Background: an optimization exercise with open tools, aiming at small area. Do not read the settings as production practice.
Function was checked by simulation only, so behaviour that the tests miss may differ from the original.
Power is estimated from default activity; no workload was simulated.

==> design/flow/design.v <==
`timescale 1ns / 1ps
module phase_gen_256(
    input nReset,
    input sysClk,
    input audioClkSync,
    output [10:0] reg_index,
    output reg_index_valid,
    input signed [23:0] s_axis_delta_tdata,
    input s_axis_delta_tvalid,
    output [10:0] m_bram_int_rdaddr,
    output [10:0] m_bram_int_wraddr,
    input signed [23:0] m_bram_int_rddata,
    output signed [23:0] m_bram_int_wrdata,
    output m_bram_int_we,
    output [15:0] m_axis_phase_tdata,
    output m_axis_phase_tvalid,
    output sync,
    output last
    );
parameter signed [23:0] M_TWO = 24'hC00000;
parameter signed [23:0] M_ONE = 24'hE00000;
parameter signed [23:0] ONE = 24'h200000;
reg [10:0] index;
reg index_valid;
reg [10:0] bram_int_rdIndex;
reg [10:0] bram_int_wrIndex;
reg signed [23:0] delta;
reg delta_valid;
reg signed [23:0] phase;
reg phase_valid;
reg signed [23:0] phasePlusDelta;
reg phasePlusDeltaValid;
always @(posedge sysClk)
begin
    if(~nReset)
    begin
        index_valid <= 1'b0;
        index <= 11'h7FF;
    end
    else
    begin
        if(audioClkSync)
        begin
            index_valid <= 1'b1;
            index <= 11'h000;
        end
        else if(index < 11'h7FF)
        begin
            index_valid <= 1'b1;
            index <= index + 11'h001;
        end
        else
        begin
            index_valid <= 1'b0;
        end
    end
end
always @(posedge sysClk)
begin
    if(~nReset)
    begin
        delta <= 24'h000000;
        delta_valid <= 1'b0;
        phasePlusDelta <= 24'b000000;
        phasePlusDeltaValid <= 1'b0;
        bram_int_rdIndex <= 11'h000;
    end
    else
    begin
        delta <= s_axis_delta_tdata;
        delta_valid <= s_axis_delta_tvalid;
        phasePlusDelta <= m_bram_int_rddata + delta;
        phasePlusDeltaValid <= delta_valid;
        if(s_axis_delta_tvalid)
        begin
            bram_int_rdIndex <= bram_int_rdIndex + 11'h001;
        end
        else
        begin
            bram_int_rdIndex <= 11'h000;
        end
    end
end
always @(posedge sysClk)
begin
    if(~nReset)
    begin
        phase <= 24'h000000;
        phase_valid <= 1'b0;
        bram_int_wrIndex <= 11'h7FF;
    end
    else
    begin
        if(phasePlusDeltaValid)
        begin
            if(phasePlusDelta < ONE)
            begin
                phase <= phasePlusDelta;
            end
            else
            begin
                phase <= M_TWO + phasePlusDelta;
            end
            phase_valid <= 1'b1;
            bram_int_wrIndex <= bram_int_wrIndex + 11'h001;
        end
        else
        begin
            phase_valid <= 1'b0;
            bram_int_wrIndex <= 11'h7FF;
        end
    end
end
assign reg_index = index;
assign reg_index_valid = index_valid;
assign m_bram_int_rdaddr = bram_int_rdIndex;
assign m_bram_int_wraddr = bram_int_wrIndex;
assign m_bram_int_wrdata = phase;
assign m_bram_int_we = phase_valid;
assign m_axis_phase_tdata = phase[23:8];
assign m_axis_phase_tvalid = phase_valid;
assign sync = index_valid & (index == 11'h000);
assign last = index_valid & (index == 11'h7FF);
endmodule
`timescale 1ns / 1ps
module DSP_reg_read
#(
    parameter EXT_MULT_DELAY = 4
)(
    input nReset,
    input aclk,
    output [10:0] m_bram_addr,
    input [31:0] m_bram_rddata,
    input [10:0] index,
    input index_valid,
    output [17:0] freq,
    output [17:0] freq_const,
    input [35:0] freqXconst,
    output [23:0] m_axis_delta_tdata,
    output m_axis_delta_tvalid,
    output [13:0] m_axis_gain_tdata,
    output m_axis_gain_tvalid
    );
reg bramDataValid;
reg [EXT_MULT_DELAY:0] freqXconstValid;
reg gainValid;
reg [13:0] gainBuffer;
reg [23:0] deltaBuffer;
always @(posedge aclk)
begin
    if(~nReset)
    begin
        bramDataValid <= 1'b0;
        freqXconstValid <= 0;
        gainValid <= 1'b0;
    end
    else
    begin
        bramDataValid <= index_valid;
        freqXconstValid <= {bramDataValid, freqXconstValid[EXT_MULT_DELAY:1]};
        gainValid <= bramDataValid;
    end 
end
always @(posedge aclk)
begin
    if(~nReset)
    begin
        gainBuffer <= 14'h0000;
        deltaBuffer <= 24'h000000;
    end
    else
    begin
        gainBuffer <= m_bram_rddata[31:18];
        deltaBuffer <= (freqXconst >> 14);
    end 
end
assign m_bram_addr = index;
assign freq = m_bram_rddata[17:0];
assign freq_const = 18'd143165;
assign m_axis_delta_tdata = deltaBuffer;
assign m_axis_delta_tvalid = freqXconstValid[0];
assign m_axis_gain_tdata = gainBuffer;
assign m_axis_gain_tvalid = gainValid;
endmodule
`timescale 1ns / 1ps
module mult_gen
#(
    parameter A_WIDTH = 18,
    parameter B_WIDTH = 18,
    parameter A_SIGNED = 0,
    parameter LATENCY = 4
)(
    input CLK,
    input [A_WIDTH-1:0] A,
    input [B_WIDTH-1:0] B,
    output [A_WIDTH+B_WIDTH-1:0] P
    );
reg [A_WIDTH-1:0] a_r;
reg [B_WIDTH-1:0] b_r;
reg [A_WIDTH+B_WIDTH-1:0] p_r [0:LATENCY-2];
wire [A_WIDTH+B_WIDTH-1:0] a_ext;
wire [A_WIDTH+B_WIDTH-1:0] prod;
integer i;
assign a_ext = A_SIGNED ? {{B_WIDTH{a_r[A_WIDTH-1]}}, a_r} : {{B_WIDTH{1'b0}}, a_r};
assign prod = a_ext * {{A_WIDTH{1'b0}}, b_r};
always @(posedge CLK)
begin
    a_r <= A;
    b_r <= B;
    p_r[0] <= prod;
    for(i=1; i<=LATENCY-2; i=i+1)
    begin
        p_r[i] <= p_r[i-1];
    end
end
assign P = p_r[LATENCY-2];
endmodule
`timescale 1ns / 1ps
module sin_cordic
#(
    parameter ITER = 16
)(
    input aclk,
    input nReset,
    input signed [15:0] s_axis_phase_tdata,
    input s_axis_phase_tvalid,
    output signed [15:0] m_axis_dout_tdata,
    output m_axis_dout_tvalid
    );
localparam signed [19:0] X_INIT = 20'd159188;  
localparam signed [15:0] HALF   = 16'sh1000;
localparam signed [15:0] M_HALF = 16'shF000;
localparam signed [15:0] ONE    = 16'sh2000;
function [19:0] atan_tab;
    input integer i;
    case(i)
     0: atan_tab = 20'd65536;
     1: atan_tab = 20'd38688;
     2: atan_tab = 20'd20442;
     3: atan_tab = 20'd10377;
     4: atan_tab = 20'd5208;
     5: atan_tab = 20'd2607;
     6: atan_tab = 20'd1304;
     7: atan_tab = 20'd652;
     8: atan_tab = 20'd326;
     9: atan_tab = 20'd163;
    10: atan_tab = 20'd81;
    11: atan_tab = 20'd41;
    12: atan_tab = 20'd20;
    13: atan_tab = 20'd10;
    14: atan_tab = 20'd5;
    15: atan_tab = 20'd3;
    default: atan_tab = 20'd0;
    endcase
endfunction
reg signed [19:0] x [0:ITER];
reg signed [19:0] y [0:ITER];
reg signed [19:0] z [0:ITER];
reg neg [0:ITER];
reg valid [0:ITER+1];
reg signed [15:0] dout;
integer i;
wire flip;
wire signed [15:0] coarse;
assign flip = (s_axis_phase_tdata > HALF) | (s_axis_phase_tdata < M_HALF);
assign coarse = (s_axis_phase_tdata > HALF) ? s_axis_phase_tdata - ONE :
                (s_axis_phase_tdata < M_HALF) ? s_axis_phase_tdata + ONE :
                s_axis_phase_tdata;
always @(posedge aclk)
begin
    x[0] <= X_INIT;
    y[0] <= 20'sd0;
    z[0] <= {{4{coarse[15]}}, coarse} << 5;
    neg[0] <= flip;
    for(i=0; i<ITER; i=i+1)
    begin
        if(z[i][19])
        begin
            x[i+1] <= x[i] + (y[i] >>> i);
            y[i+1] <= y[i] - (x[i] >>> i);
            z[i+1] <= z[i] + atan_tab(i);
        end
        else
        begin
            x[i+1] <= x[i] - (y[i] >>> i);
            y[i+1] <= y[i] + (x[i] >>> i);
            z[i+1] <= z[i] - atan_tab(i);
        end
        neg[i+1] <= neg[i];
    end
    dout <= neg[ITER] ? -y[ITER][19:4] : y[ITER][19:4];
end
always @(posedge aclk)
begin
    if(~nReset)
    begin
        for(i=0; i<=ITER+1; i=i+1)
        begin
            valid[i] <= 1'b0;
        end
    end
    else
    begin
        valid[0] <= s_axis_phase_tvalid;
        for(i=0; i<=ITER; i=i+1)
        begin
            valid[i+1] <= valid[i];
        end
    end
end
assign m_axis_dout_tdata = dout;
assign m_axis_dout_tvalid = valid[ITER+1];
endmodule
`timescale 1ns / 1ps
module delay
#(
    parameter WIDTH = 10,
    parameter DELAY = 16
)(
    input nReset,
    input aclk,
    input [WIDTH-1:0] s_axis_in_tdata,
    input s_axis_in_tvalid,
    output [WIDTH-1:0] m_axis_out_tdata,
    output m_axis_out_tvalid
    );
integer i;
reg [WIDTH-1:0] dataBuffer [0:DELAY-1];
reg validBuffer [0:DELAY-1];
always @(posedge aclk)
begin
    if(~nReset)
    begin
        for(i=0; i<=DELAY-1; i=i+1)
        begin
            dataBuffer[i] <= 64'd0;
            validBuffer[i] <= 1'b0;
        end
    end
    else
    begin
        for(i=0; i<=DELAY-2; i=i+1)
        begin
            dataBuffer[i] <= dataBuffer[i+1];
            validBuffer[i] <= validBuffer[i+1];
        end
        dataBuffer[DELAY-1] <= s_axis_in_tdata;
        validBuffer[DELAY-1] <= s_axis_in_tvalid;
    end
end
assign m_axis_out_tdata = dataBuffer[0];
assign m_axis_out_tvalid = validBuffer[0];
endmodule
`timescale 1ns / 1ps
module mult_sum
#(
    parameter CLEAR_DELAY = 30,
    parameter LAST_DELAY = 31
)(
    input nReset,
    input sysClk,
    input frameSync,
    input clear,
    input last,
    output sync,
    input signed [15:0] s_axis_sin_tdata,
    input s_axis_sin_tvalid,
    input [13:0] s_axis_gain_tdata,
    input s_axis_gain_tvalid,
    output signed [15:0] mult_A,
    output [13:0] mult_B,
    input signed [29:0] mult_P,
    output signed [15:0] outData,
    input [4:0] outGain
    );
wire signed [40:0] mult_P_ex;
assign mult_P_ex = mult_P[29] ? {11'h7FF, mult_P[29:0]} : {11'h000, mult_P[29:0]};
reg signed [40:0] sum;
reg signed [15:0] outDataBuffer;
reg outValid;
reg [CLEAR_DELAY-1:0] clear_delay;
reg [LAST_DELAY-1:0] last_delay;
reg [4:0] frameGain;
reg [4:0] outGainBuf;
wire signed [40:0] sum_gained;
assign sum_gained = sum >>> outGainBuf;
always @(posedge sysClk)
begin
    if(~nReset)
    begin
        frameGain <= 5'h00;
        outGainBuf <= 5'h00;
    end
    else
    begin
        if(frameSync)
        begin
            frameGain <= outGain;
        end
        if(last)
        begin
            outGainBuf <= frameGain;
        end
    end
end
always @(posedge sysClk)
begin
    if(~nReset)
    begin
        outDataBuffer <= 16'h0000;
        outValid <= 1'b0;
        sum <= 41'h00000000000;
        clear_delay <= 0;
        last_delay <= 0;
    end
    else
    begin
        if(last_delay[0])
        begin
            if(sum[40])
            begin
                outDataBuffer <= ~sum_gained > 41'h7FFF ? 16'h8000 : sum_gained[15:0];
            end
            else
            begin
                outDataBuffer <= sum_gained > 41'h7FFF ? 16'h7FFF : sum_gained[15:0];
            end
        end
        else
        begin
            outDataBuffer <= outDataBuffer;
        end
        outValid <= last_delay[0];
        if(clear_delay[0])
        begin
            sum <= mult_P_ex;
        end
        else
        begin
            sum <= sum + mult_P_ex;
        end
        clear_delay <= {clear,clear_delay[CLEAR_DELAY-1:1]};
        last_delay <= {last,last_delay[LAST_DELAY-1:1]};
    end
end
assign mult_A = s_axis_sin_tvalid ? s_axis_sin_tdata : 16'h0000;
assign mult_B = s_axis_sin_tvalid ? s_axis_gain_tdata : 14'h0000;
assign outData = outDataBuffer;
assign sync = outValid;
endmodule
`timescale 1ns / 1ps
module synth_engine(
    input clk,
    input rst_n,
    input audio_sync,
    input [4:0] out_gain,
    output [10:0] reg_addr,
    input [31:0] reg_rdata,
    output [10:0] ph_raddr,
    input [23:0] ph_rdata,
    output [10:0] ph_waddr,
    output [23:0] ph_wdata,
    output ph_we,
    output [15:0] out_data,
    output out_valid
    );
wire [10:0] reg_index;
wire reg_index_valid;
wire frame_first;
wire frame_last;
wire [17:0] freq;
wire [17:0] freq_const;
wire [35:0] freqXconst;
wire [23:0] delta_tdata;
wire delta_tvalid;
wire [13:0] gain_tdata;
wire gain_tvalid;
wire [15:0] phase_tdata;
wire phase_tvalid;
wire [15:0] sin_tdata;
wire sin_tvalid;
wire [13:0] gain_d_tdata;
wire gain_d_tvalid;
wire [15:0] mult_A;
wire [13:0] mult_B;
wire [29:0] mult_P;
phase_gen_256 phase_gen_256_0(
    .nReset(rst_n),
    .sysClk(clk),
    .audioClkSync(audio_sync),
    .reg_index(reg_index),
    .reg_index_valid(reg_index_valid),
    .s_axis_delta_tdata(delta_tdata),
    .s_axis_delta_tvalid(delta_tvalid),
    .m_bram_int_rdaddr(ph_raddr),
    .m_bram_int_wraddr(ph_waddr),
    .m_bram_int_rddata(ph_rdata),
    .m_bram_int_wrdata(ph_wdata),
    .m_bram_int_we(ph_we),
    .m_axis_phase_tdata(phase_tdata),
    .m_axis_phase_tvalid(phase_tvalid),
    .sync(frame_first),
    .last(frame_last)
    );
DSP_reg_read #(.EXT_MULT_DELAY(4)) DSP_reg_read_0(
    .nReset(rst_n),
    .aclk(clk),
    .m_bram_addr(reg_addr),
    .m_bram_rddata(reg_rdata),
    .index(reg_index),
    .index_valid(reg_index_valid),
    .freq(freq),
    .freq_const(freq_const),
    .freqXconst(freqXconst),
    .m_axis_delta_tdata(delta_tdata),
    .m_axis_delta_tvalid(delta_tvalid),
    .m_axis_gain_tdata(gain_tdata),
    .m_axis_gain_tvalid(gain_tvalid)
    );
mult_gen #(.A_WIDTH(18), .B_WIDTH(18), .A_SIGNED(0), .LATENCY(4)) mult_gen_1(
    .CLK(clk),
    .A(freq),
    .B(freq_const),
    .P(freqXconst)
    );
sin_cordic #(.ITER(16)) cordic_0(
    .aclk(clk),
    .nReset(rst_n),
    .s_axis_phase_tdata(phase_tdata),
    .s_axis_phase_tvalid(phase_tvalid),
    .m_axis_dout_tdata(sin_tdata),
    .m_axis_dout_tvalid(sin_tvalid)
    );
delay #(.WIDTH(14), .DELAY(25)) delay_0(
    .nReset(rst_n),
    .aclk(clk),
    .s_axis_in_tdata(gain_tdata),
    .s_axis_in_tvalid(gain_tvalid),
    .m_axis_out_tdata(gain_d_tdata),
    .m_axis_out_tvalid(gain_d_tvalid)
    );
mult_gen #(.A_WIDTH(16), .B_WIDTH(14), .A_SIGNED(1), .LATENCY(3)) mult_gen_0(
    .CLK(clk),
    .A(mult_A),
    .B(mult_B),
    .P(mult_P)
    );
mult_sum #(.CLEAR_DELAY(30), .LAST_DELAY(31)) mult_sum_0(
    .nReset(rst_n),
    .sysClk(clk),
    .frameSync(audio_sync),
    .clear(frame_first),
    .last(frame_last),
    .sync(out_valid),
    .s_axis_sin_tdata(sin_tdata),
    .s_axis_sin_tvalid(sin_tvalid),
    .s_axis_gain_tdata(gain_d_tdata),
    .s_axis_gain_tvalid(gain_d_tvalid),
    .mult_A(mult_A),
    .mult_B(mult_B),
    .mult_P(mult_P),
    .outData(out_data),
    .outGain(out_gain)
    );
endmodule
==> design/flow/run.sh <==
#!/bin/bash
# synth_recipe.tcl (not shown) runs the flow's synth.tcl, then flattens the netlist and writes it again
# the make line also repeats each setting of config.mk as NAME=value (left out here)
make -C /OpenROAD-flow-scripts/flow DESIGN_CONFIG=/design/flow/config.mk WORK_HOME=/design/flow/orfs CLKGATE_MAP_FILE= SYNTH_SCRIPT=/design/flow/synth_recipe.tcl finish
==> design/flow/config.mk <==
export PLATFORM = sky130hd
export DESIGN_NAME = synth_engine
export DESIGN_NICKNAME = synth_engine
export VERILOG_FILES = /design/flow/design.v
export SDC_FILE = /design/flow/constraint.sdc
export NUM_CORES = 4
export LEC_CHECK = 0
export CAP_MARGIN = 20
export CORE_MARGIN = 2
export CORE_UTILIZATION = 40
export SLEW_MARGIN = 20
==> design/flow/constraint.sdc <==
create_clock -name core_clock -period 10.0 [get_ports {clk}]
set_input_delay 2.0000 -clock core_clock [delete_from_list [all_inputs] [get_ports {clk}]]
set_output_delay 2.0000 -clock core_clock [all_outputs]
set_load 0.01 [all_outputs]
==> impl_metrics.env <==
export IMPL_grt_usage_pct=17.3
export IMPL_power_density_nw_per_um2=391
export IMPL_synthAdderAreaFrac_pct=21.7
export IMPL_cts_root_buf="clkbuf_16"
export IMPL_crit_required_ps=10740
export IMPL_syn_area_um2=97400
export IMPL_synth_simple_area_share_pct=16.0
export IMPL_drv_cap=0
export IMPL_dr_wl_met2_um=103000
export IMPL_postCtsSetupBuffers=0
export IMPL_finalSetupTns_ps=0
export IMPL_h_tree_depth=4
export IMPL_syn_inst=10400
export IMPL_fmax_ghz=0.143
export IMPL_drt_iter0_drc=3523
export IMPL_die_y_um=497
export IMPL_synth_edf_count=0
export IMPL_timing_final_max_slew_violations=0
export IMPL_synth_avg_cell_area_um2=9.41
export IMPL_status="finished clean"
export IMPL_cts_tree="yes"
export IMPL_finalCritPeriodShare_pct=69.9
export IMPL_layout_setup_ws_ps=3010
export IMPL_wl_um=216000
export IMPL_setup_viol=0
export IMPL_synthXorXnorAreaFrac_pct=8.78
export IMPL_yosysWarnings=16
export IMPL_ctsResizeCount=0
export IMPL_crit_type="flip-flop to flip-flop"
export IMPL_dpl_hpwl_um=169000
export IMPL_drc=0
export IMPL_max_slew_margin_pct=32.1
export IMPL_start_kind="flip-flop"
export IMPL_grt_overflow_total=0
export IMPL_rsz0062_at_grt="no"
export IMPL_utilization_pct=44.7
export IMPL_ir_drop_uv=224
export IMPL_vias_per_cell=5.05
export IMPL_synth_compound_area_share_pct=12.4
export IMPL_worstMarginPinSlew_ps=1010
export IMPL_grt_pass1_vias=70300
export IMPL_io_buffers=138
export IMPL_synth_top_area_cell="dfxtp_1"
export IMPL_rows=181
export IMPL_synthTopCellsByArea="dfxtp_1 (34%), ha_1 (14%), fa_1 (7.6%)"
export IMPL_leakagePower_uw=0.0484
export IMPL_cp_max_fo=16
export IMPL_drtPass1Iterations=7
export IMPL_fillCellCount=23200
export IMPL_routabilityCongestion=0.883
export IMPL_fin_nets=12000
export IMPL_clkTransAtPathRegs_ps=70
export IMPL_synthTopCellsByCount="dfxtp_1 (1,678), ha_1 (1,092), nor2_1 (853)"
export IMPL_area_growth_pct=11.2
export IMPL_synth_most_common_cell="dfxtp_1"
export IMPL_wl_met1_um=99400
export IMPL_grt_pass1_wl_um=357000
export IMPL_clkSinkCount=1678
export IMPL_route_met3_wl_um=7140
export IMPL_cts_buffers=182
export IMPL_async_flop_share_pct=0
export IMPL_clk_latency_ps=840
export IMPL_vias=69800
export IMPL_ys_seq_area_share_pct=34.5
export IMPL_hold_buffers=0
export IMPL_min_period_ps=6990
export IMPL_hold_viol=0
export IMPL_synth_flop_cell="dfxtp_1"
export IMPL_synth_top_family_by_area="adder cells"
export IMPL_synth_distinct_cells=100
export IMPL_syn_num_nets=11900
export IMPL_drive_gt1_share_pct=4.66
export IMPL_synth_top_area_share_pct=34.5
export IMPL_instances_no_fill=13800
export IMPL_start_util_pct=40.1
export IMPL_dp_cells=13500
export IMPL_wire_per_inst_um=15.6
export IMPL_clock_tree_buffer_depth=3
export IMPL_antenna_found_initial=9
export IMPL_muxShareOfSynthArea_pct=2.57
export IMPL_dieWidth_um=497
export IMPL_top_layer_used="met5"
export IMPL_end_kind="flip-flop"
export IMPL_critPathArrivalTime_ps=7740
export IMPL_hold_path_class="flip-flop to flip-flop"
export IMPL_synth_seq_cells=1678
export IMPL_skew_ps=46.5
export IMPL_place_ws_ps=2970
export IMPL_coreArea_um2=243000
export IMPL_die_area_um2=247000
export IMPL_antenna_left=0
export IMPL_grt_max_degree=278
export IMPL_io_pins=139
[critical path, stage by stage (launching register included)]
cell      delay, ps
dfxtp_1         770
nand2_1         170
fa_1            530
fa_1            510
inv_1            50
fa_1            470
fa_1            520
fa_1            550
inv_1            70
fa_1            540
inv_1            40
ha_1            360
a21o_1          200
a21oi_1         200
o21ai_0         160
o41ai_1         400
a31oi_1         220
a41o_1          300
o41ai_1         410
o21bai_1        110
a21oi_1         180
xnor2_1         140
[cell families (layout without fill, tap and decap cells)]
group / Yosys count / after routing
AOI/OAI and AO/OA: 1920 / 1920
xor gates and xnor gates: 976 / 976
adders and majority gates: 1464 / 1464
buffers and inverters: 1013 / 1277
DFF: 1678 / 1678
muxes: 213 / 213
other: 1 / 3
and+or+nand+nor: 3087 / 3087
[cell type report]
type,instances,area (um^2),area share [%]
multi-input combinational,7661,59800,55.3
sequential,1678,33600,31.0
clock buffer,244,5070,4.68
tap,3202,4010,3.70
inverter,775,2910,2.69
timing repair buffer,166,1610,1.49
clock inverter,92,1270,1.17
antenna,2,5.00,0.00462
[layout by cell type (no fill, tap or decap), drive strengths merged, types with 41 or more instances in the layout]
cell and n:
mux2 54, xnor2 661, and3 108, inv 784, a21o 171, ha 1092
nor2 853, fa 372, nor2b 153, o21bai 53, and2 715, xor2 315
o21a 120, nand2b 103, clkdlybuf4s50 137, a211oi 75, nand3 132, o211ai 48
nor3 296, mux2i 135, nor4 43, clkinv 49, a21oi 619, clkbuf 244
o41ai 41, dfxtp 1678, a31oi 99, o21ai 435, or3 88, nand2 475
[state kept, by name, indices dropped and copies added (netlist names), 14 cells and up]
name,count
cordic_0.y,296
mult_sum_0.last_delay,31
mult_gen_0.a_r,16
mult_sum_0.sum,41
phase_gen_256_0.delta,22
DSP_reg_read_0.deltaBuffer,22
DSP_reg_read_0.gainBuffer,14
cordic_0.neg,17
delay_0.dataBuffer,350
mult_gen_0.b_r,14
mult_gen_1.a_r,18
cordic_0.z,272
mult_sum_0.outDataBuffer,16
cordic_0.dout,16
phase_gen_256_0.phase,24
mult_gen_1.p_r,66
cordic_0.x,257
mult_sum_0.clear_delay,30
mult_gen_0.p_r,60
phase_gen_256_0.phasePlusDelta,24
cordic_0.valid,18
[per-layer routing]
| layer | global-route usage, % | up-vias |
|---|---|---|
| met5 | 0 | - |
| met4 | 5.21 | 8 |
| met3 | 2.33 | 357 |
| met2 | 30.1 | 1051 |
| met1 | 22.1 | 32900 |
| li1 | - | 35500 |
[metrics by stage]
step	cell area [um^2]	hold slack (ps)	total power [uW]
2_1_floorplan	97400	310	29800
4_1_cts	108000	305	42700
5_1_grt	108000	313	46400
3_3_place_gp	102000	310	34900
3_5_place_dp	102000	312	35400
6_report	108000	305	42400
[path summary, 6_finish.rpt]
check / startpoint / end / slack (ps) / depth (start not counted)
worst max-delay path: mult_gen_0.b_r[8] / mult_gen_0.p_r[0][29] / 3010 / 21
worst min-delay path: cordic_0.z[4][1] / cordic_0.z[5][1] / 300 / 0
worst max register to register: mult_gen_0.b_r[8] / mult_gen_0.p_r[0][29] / 3010 / 21
worst min register to register: cordic_0.z[4][1] / cordic_0.z[5][1] / 300 / 0
[where the power goes]
| group | total, uW | internal [uW] | switching (uW) |
|---|---|---|---|
| registers | 10500 | 9000 | 1470 |
| logic | 24900 | 11400 | 13500 |
| clock network | 6960 | 4100 | 2860 |

[what the ideal ports hide]
In the flow no input, the clock included, has a driving cell. The finished layout below was timed again as built, in two steps.
Step 1 sets driving cells, clkbuf_16 on the clock port and buf_2 on the other inputs (assumed; they add their load-dependent delay and slew).
Step 2 adds t to the input delays and takes it off the output delays; t is the mean of the earliest and latest rising clock arrival at the registers after step 1. Input paths then give back, and output paths get back, about the clock's delay inside the block.
Three values: no drivers, after step 1, after step 2; two values: the first two.
shift t [ns]: 0.903
slack for setup (ns): 3.007 / 3.007 / 3.007
worst setup path at the end: register to register
After both steps setup and hold are still met in this run. For this run, drivers alone change the setup slack by 0.000 ns; drivers and shift together by 0.000 ns.
